This design comes from an exercise in tuning for small area, a short achievable clock period and few clock cycles on the open sky130 flow, not from production work. Function was checked by simulation only, so behaviour that the tests miss may differ from the original. Power and IR drop assume default switching activity.

nickel:
==> flow/design.v <==
module Regs(
    input         clk,
    input         clr,
    input  [3:0]  ra_hi,
    input  [7:0]  ra_lo,
    input  [3:0]  rb_hi,
    input  [7:0]  rb_lo,
    input  [4:0]  wa,
    input  [31:0] wdata,
    input         we,
    output [31:0] rdata_A,
    output [31:0] rdata_B
);
    wire [31:0] wd = clr ? 32'h00000000 : wdata;
    wire [31:0] ta [1:31];
    wire [31:0] tb [1:31];
    genvar i;
    generate
        for (i = 1; i < 32; i = i + 1) begin : r
            reg [31:0] q;
            wire sel = clr | (we & (wa == i));
            always @(posedge clk)
                if (sel) q <= wd;
            wire sa = ra_hi[i / 8] & ra_lo[i % 8];
            wire sb = rb_hi[i / 8] & rb_lo[i % 8];
            if (i == 1) begin : f
                assign ta[i] = {32{sa}} & q;
                assign tb[i] = {32{sb}} & q;
            end else begin : n
                assign ta[i] = ta[i-1] | ({32{sa}} & q);
                assign tb[i] = tb[i-1] | ({32{sb}} & q);
            end
        end
    endgenerate
    assign rdata_A = ta[31];
    assign rdata_B = tb[31];
endmodule
module Muliti_cycle_Cpu(
    input         clk,
    input         reset,
    input         MIO_ready,
    output        mem_w,
    output [31:0] Addr_out,
    output [31:0] data_out,
    input  [31:0] data_in
);
    reg [31:2] pc;           
    reg [31:2] addr;         
    reg        rst_q;        
    reg        d_valid;
    reg [31:0] ir;           
    reg [3:0]  rs_hi, rt_hi;     
    reg [7:0]  rs_lo, rt_lo;     
    reg        d_pred;       
    reg        e_valid;
    reg [31:0] e_a, e_b, e_x;    
    reg [4:0]  e_rd;
    reg        e_la, e_lb, e_lx;      
    reg        e_we, e_lw, e_sw, e_beq, e_bne, e_pred;
    reg        e_add, e_sub, e_and, e_or, e_xor, e_nor, e_slt, e_srl;
    reg [31:0] res;          
    reg [31:0] dout;         
    reg [4:0]  w_rd;
    reg        w_we, w_lw, w_sw;
    reg        w_mem;        
    assign Addr_out = {addr, 2'b00};
    assign data_out = dout;
    assign mem_w    = w_sw;
    wire stall = w_mem;                  
    wire ready = MIO_ready;
    wire [5:0] op = ir[31:26];
    wire [5:0] fn = ir[5:0];
    wire [4:0] rs = ir[25:21];
    wire [4:0] rt = ir[20:16];
    wire [4:0] rd = ir[15:11];
    wire is_r    = (op == 6'b000000);
    wire is_jr   = is_r & ~fn[5] & fn[3];
    wire is_srl  = is_r & ~fn[5] & ~fn[3];
    wire is_rslt = is_r & fn[5] & fn[3];
    wire is_rlog = is_r & fn[5] & ~fn[3] & fn[2];
    wire is_rar  = is_r & fn[5] & ~fn[3] & ~fn[2];
    wire is_jal  = (op[5:1] == 5'b00001) & op[0];    
    wire is_br   = (op[5:1] == 5'b00010);
    wire is_imm  = ~op[5] & op[3];       
    wire is_lui  = is_imm & (op[2:0] == 3'b111);
    wire is_ilog = is_imm & op[2] & ~is_lui;
    wire is_mem  = op[5];
    wire is_lw   = is_mem & ~op[3];
    wire is_sw   = is_mem & op[3];
    wire [4:0] dst = is_r ? rd : is_jal ? 5'd31 : rt;
    wire writes = (is_r & ~is_jr) | is_imm | is_lw | is_jal;
    wire d_we = writes & (dst != 5'd0);
    wire a_reg = ~is_jal & ~is_lui & (rs != 5'd0);      
    wire b_reg = (is_r | is_br) & (rt != 5'd0);         
    wire x_reg = is_sw & (rt != 5'd0);                  
    wire [1:0] lsel = is_r ? fn[1:0] : op[1:0];
    wire [31:0] rf_a, rf_b;
    wire [31:0] alu_out;
    wire fwdE_a = e_valid & e_we & (e_rd == rs);
    wire fwdE_b = e_valid & e_we & (e_rd == rt);
    wire fwdW_a = w_we & (w_rd == rs);
    wire fwdW_b = w_we & (w_rd == rt);
    wire [31:0] rs_old = fwdW_a ? res : rf_a;
    wire [31:0] rt_old = fwdW_b ? res : rf_b;
    wire haz_jr = is_jr & e_valid & e_we & e_lw & (e_rd == rs);
    wire d_go   = d_valid & ~haz_jr & ~stall;
    wire [29:0] se30 = {{14{ir[15]}}, ir[15:0]};
    wire [31:2] br_tgt = pc + (se30 ^ {30{d_pred}}) + {29'd0, d_pred};
    wire [31:0] a_oth = is_jal ? {pc[31:28], ir[25:0], 2'b00} : is_lui ? 32'd0 : rs_old;
    wire [31:0] b_oth = b_reg ? rt_old
                      : is_lui ? {ir[15:0], 16'd0}
                      : (is_imm | is_mem) ? {{16{ir[15]}}, ir[15:0]}
                      : 32'd0;
    wire [31:0] x_oth = is_br ? {br_tgt, 2'b00} : rt_old;
    wire [31:0] a_nxt = (fwdE_a & ~e_lw & a_reg) ? alu_out : a_oth;
    wire [31:0] b_nxt = (fwdE_b & ~e_lw & b_reg) ? alu_out : b_oth;
    wire [31:0] x_nxt = (fwdE_b & ~e_lw & ~is_br) ? alu_out : x_oth;
    wire [31:0] s_add = e_a + e_b;
    wire [31:0] s_sub = e_a - e_b;
    wire lt  = (e_a[31] ^ e_b[31]) ? e_a[31] : s_sub[31];
    wire eq  = (e_a == e_b);
    wire e_taken = e_valid & ~stall & (((e_beq & eq) | (e_bne & ~eq)) ^ e_pred);
    assign alu_out = ({32{e_add}} & s_add)
                   | ({32{e_sub}} & s_sub)
                   | ({32{e_and}} & (e_a & e_b))
                   | ({32{e_or }} & (e_a | e_b))
                   | ({32{e_xor}} & (e_a ^ e_b))
                   | ({32{e_nor}} & ~(e_a | e_b))
                   | ({32{e_slt}} & {31'b0, lt})
                   | ({32{e_srl}} & {1'b0, e_b[31:1]});
    wire d_redir  = d_go & is_jr;
    wire d_accept = ~d_valid | d_go;
    wire fetch_ok = ready & d_accept & ~stall;
    wire [31:2] pc_inc = pc + 30'd1;
    wire [31:2] jr_tgt = (fwdE_a & ~e_lw) ? alu_out[31:2] : rs_old[31:2];
    wire [31:2] pc_redir = e_taken ? e_x[31:2] : jr_tgt;
    wire f_jmp = (data_in[31:27] == 5'b00001);
    wire f_jal = f_jmp & data_in[26];
    wire [6:0]  f_lo7 = {1'b0, pc_inc[7:2]} + {1'b0, data_in[5:0]};
    wire f_bpred = (data_in[31:27] == 5'b00010) & (&data_in[15:5]) & f_lo7[6];
    wire [31:2] f_tgt = f_jmp ? {pc_inc[31:28], data_in[25:0]} : {pc_inc[31:8], f_lo7[5:0]};
    wire f_redir = f_jmp | f_bpred;
    wire        redir = e_taken | d_redir;
    wire        adv   = d_accept & ~stall;       
    wire [31:2] pc_nrdy = redir ? pc_redir : pc;
    wire s_red = redir;
    wire s_ft  = ~redir & adv & f_redir;
    wire s_inc = ~redir & adv & ~f_redir;
    wire s_hld = ~redir & ~adv;
    wire [31:2] pc_rdy = ({30{s_red}} & pc_redir) | ({30{s_ft}} & f_tgt)
                       | ({30{s_inc}} & pc_inc) | ({30{s_hld}} & pc);
    wire [31:2] pc_next = ready ? pc_rdy : pc_nrdy;
    always @(posedge clk) rst_q <= reset;
    Regs rf(
        .clk(clk), .clr(rst_q),
        .ra_hi(rs_hi), .ra_lo(rs_lo), .rb_hi(rt_hi), .rb_lo(rt_lo),
        .wa(w_rd), .wdata(res), .we(w_we),
        .rdata_A(rf_a), .rdata_B(rf_b)
    );
    always @(posedge clk or posedge reset) begin
        if (reset) begin
            pc <= 30'd0;
            addr <= 30'd0;
            d_valid <= 1'b0;
            e_valid <= 1'b0;
            w_we <= 1'b0;
            w_lw <= 1'b0;
            w_sw <= 1'b0;
            w_mem <= 1'b0;
        end else if (stall) begin
            if (ready) addr <= pc;
            w_lw <= w_lw & ~ready;
            w_sw <= w_sw & ~ready;
            w_mem <= ~ready;
            w_we <= w_lw & ready & (w_rd != 5'd0);
        end else begin
            pc   <= pc_next;
            addr <= (e_valid & (e_lw | e_sw)) ? s_add[31:2] : pc_next;
            if (e_taken)
                d_valid <= 1'b0;
            else if (d_valid & ~d_go)
                d_valid <= 1'b1;
            else
                d_valid <= fetch_ok & ~d_redir & ~(f_jmp & ~f_jal);
            e_valid <= d_go & ~e_taken & ~is_jr;
            w_we <= e_valid & e_we & ~e_lw;
            w_lw <= e_valid & e_lw;
            w_sw <= e_valid & e_sw;
            w_mem <= e_valid & (e_lw | e_sw);
        end
    end
    always @(posedge clk) begin
        if (stall) begin
            if (w_lw) begin
                res <= data_in;
                if (e_la) e_a <= data_in;
                if (e_lb) e_b <= data_in;
                if (e_lx) e_x <= data_in;
            end
        end else begin
            if (d_accept) begin
                ir <= f_jal ? {data_in[31:26], pc_inc[27:2]} : data_in;
                rs_hi <= 4'b0001 << data_in[25:24];
                rs_lo <= 8'b00000001 << data_in[23:21];
                rt_hi <= 4'b0001 << data_in[20:19];
                rt_lo <= 8'b00000001 << data_in[18:16];
                d_pred <= f_bpred;
            end
            e_a <= a_nxt;
            e_b <= b_nxt;
            e_x <= x_nxt;
            e_rd <= dst;
            e_la <= e_lw & fwdE_a & a_reg;
            e_lb <= e_lw & fwdE_b & b_reg;
            e_lx <= e_lw & fwdE_b & x_reg;
            e_we <= d_we;
            e_lw <= is_lw;
            e_sw <= is_sw;
            e_beq <= is_br & ~op[0];
            e_bne <= is_br & op[0];
            e_pred <= is_br & d_pred;
            e_add <= is_rar & ~fn[1] | is_imm & (op[2:0] == 3'b000) | is_jal | is_mem;
            e_sub <= is_rar & fn[1];
            e_slt <= is_rslt | is_imm & (op[2:0] == 3'b010);
            e_and <= (is_rlog | is_ilog) & (lsel == 2'b00);
            e_or  <= (is_rlog | is_ilog) & (lsel == 2'b01) | is_lui;
            e_xor <= (is_rlog | is_ilog) & (lsel == 2'b10);
            e_nor <= is_rlog & (lsel == 2'b11);
            e_srl <= is_srl;
            res  <= e_sw ? e_x : alu_out;
            if (e_sw) dout <= e_x;
            w_rd <= e_rd;
        end
    end
endmodule
Settings: LEC_CHECK=0, CAP_MARGIN=30, CORE_MARGIN=2, CORE_UTILIZATION=55, SLEW_MARGIN=30; clock period 12.0 ns.
standard.sh (not shown) runs the stock make flow with config.mk's settings and CLKGATE_MAP_FILE= SYNTH_SCRIPT=/design/flow/synth_recipe.tcl, a recipe that flattens the netlist after the stock synthesis.
==> flow/flow/run.sh <==
#!/bin/bash
# Layout with the standard flow (standard.sh), changing only how it is made:
# timing repair aims for 8 ns of setup slack (the SDC and clock period are
# unchanged), the clock tree uses larger sink clusters without dummy loads, and
# the port buffers are buf_2 cells.
set -uo pipefail
CTS="-sink_clustering_enable -repair_clock_nets -dont_use_dummy_load -sink_clustering_size 24 -sink_clustering_max_diameter 80"
bash standard.sh SETUP_SLACK_MARGIN=8 "CTS_ARGS=$CTS" "BUFFER_PORTS_ARGS=-buffer_cell sky130_fd_sc_hd__buf_2" finish > standard_make.log 2>&1
exit $?
nickel reached the final stage; the timing, design-rule and antenna checks on its layout passed.
Testbench counts of nickel, summed over its fixed seeds: cycles 96,068.
Input changes introduced in sierra (baseline for comparison: nickel):
-- flow/design.v --
<<< nickel, line 56
    reg [31:0] e_a, e_b, e_x;    
    reg [4:0]  e_rd;
    reg        e_la, e_lb, e_lx;      
    reg        e_we, e_lw, e_sw, e_beq, e_bne, e_pred;
    reg        e_add, e_sub, e_and, e_or, e_xor, e_nor, e_slt, e_srl;
>>> sierra, line 56
    reg [31:0] e_a, e_b, e_x;    
    reg [4:0]  e_rd;
    reg        e_la, e_lb;            
    reg        e_fx;                  
    reg        e_we, e_lw, e_sw, e_beq, e_bne, e_pred;
    reg        e_add, e_sub, e_and, e_or, e_xor, e_nor, e_slt, e_srl;
<<< nickel, line 115
    wire [31:0] a_nxt = (fwdE_a & ~e_lw & a_reg) ? alu_out : a_oth;
    wire [31:0] b_nxt = (fwdE_b & ~e_lw & b_reg) ? alu_out : b_oth;
    wire [31:0] x_nxt = (fwdE_b & ~e_lw & ~is_br) ? alu_out : x_oth;
    wire [31:0] s_add = e_a + e_b;
    wire [31:0] s_sub = e_a - e_b;
>>> sierra, line 116
    wire [31:0] a_nxt = (fwdE_a & ~e_lw & a_reg) ? alu_out : a_oth;
    wire [31:0] b_nxt = (fwdE_b & ~e_lw & b_reg) ? alu_out : b_oth;
    wire [31:0] s_add = e_a + e_b;
    wire [31:0] s_sub = e_a - e_b;
<<< nickel, line 196
                if (e_la) e_a <= data_in;
                if (e_lb) e_b <= data_in;
                if (e_lx) e_x <= data_in;
            end
        end else begin
>>> sierra, line 196
                if (e_la) e_a <= data_in;
                if (e_lb) e_b <= data_in;
            end
        end else begin
<<< nickel, line 209
            e_a <= a_nxt;
            e_b <= b_nxt;
            e_x <= x_nxt;
            e_rd <= dst;
            e_la <= e_lw & fwdE_a & a_reg;
            e_lb <= e_lw & fwdE_b & b_reg;
            e_lx <= e_lw & fwdE_b & x_reg;
            e_we <= d_we;
            e_lw <= is_lw;
>>> sierra, line 208
            e_a <= a_nxt;
            e_b <= b_nxt;
            e_x <= x_oth;
            e_rd <= dst;
            e_la <= e_lw & fwdE_a & a_reg;
            e_lb <= e_lw & fwdE_b & b_reg;
            e_fx <= fwdE_b & x_reg;
            e_we <= d_we;
            e_lw <= is_lw;
<<< nickel, line 228
            e_nor <= is_rlog & (lsel == 2'b11);
            e_srl <= is_srl;
            res  <= e_sw ? e_x : alu_out;
            if (e_sw) dout <= e_x;
            w_rd <= e_rd;
        end
>>> sierra, line 227
            e_nor <= is_rlog & (lsel == 2'b11);
            e_srl <= is_srl;
            res  <= alu_out;
            if (e_sw) dout <= e_fx ? res : e_x;
            w_rd <= e_rd;
        end
## What came out
Between sierra and nickel, the difference in clock latency reported for the late side of the worst-skew pair is negligible.
As of sierra, cell count had fallen slightly compared to nickel.
As of sierra, number of clock-tree buffers in the layout had risen by a few percent compared to nickel.
nickel vs sierra, slowest library cell on the worst path: ha_1 vs buf_4
In the tables for sierra and nickel, global-route usage reads higher with nickel.
sierra vs. nickel: simple-gate share of the synthesized area saw little to no change, complex-gate fraction of the synthesized area has remained practically unchanged.
Per the comparison of sierra with nickel, power density over cell area up 7.2 nW/um2; sequential cell count of the final layout flat; setup slack up 0.061 ns; initial core utilization flat; number of cells on the critical path down 7.
sierra vs. nickel: total CTS buffers went up by 3.
sierra vs nickel — setup fix buffers added after clock tree synthesis climbed by more than 10%
Testbench counts of sierra, summed over its fixed seeds: cycles 96,068.

port drivers added, routing unchanged:
No port has a modelled driver above. Below, the same layouts with a new extraction and two added sets of constraints. Step 1 (the two cells are an assumption about what drives the block):
set clk [get_ports {clk}]
set_driving_cell -lib_cell sky130_fd_sc_hd__clkbuf_16 $clk
set_driving_cell -lib_cell sky130_fd_sc_hd__buf_2 [delete_from_list [all_inputs] $clk]
Step 2 adds t to the input delays and takes it off the output delays; t is the mean of the earliest and latest rising clock arrival at the registers after step 1. Input paths then give back, and output paths get back, about the clock's delay inside the block. a / b / c = ideal ports / drivers / drivers and shift; a / b = the first two.
run	t, ns	setup slack, ns	slew at the worst register clock pin (ns)	worst slew at a driven data input, ns
nickel	0.783	7.581 / 7.581 / 7.085	0.11 / 0.11	0.23
sierra	0.751	7.642 / 7.642 / 6.963	0.11 / 0.11	0.10
After both steps every run listed still meets setup and hold. The setup slack of sierra, which loses most, moves by 0.000 ns with the drivers and by -0.679 ns with both steps.
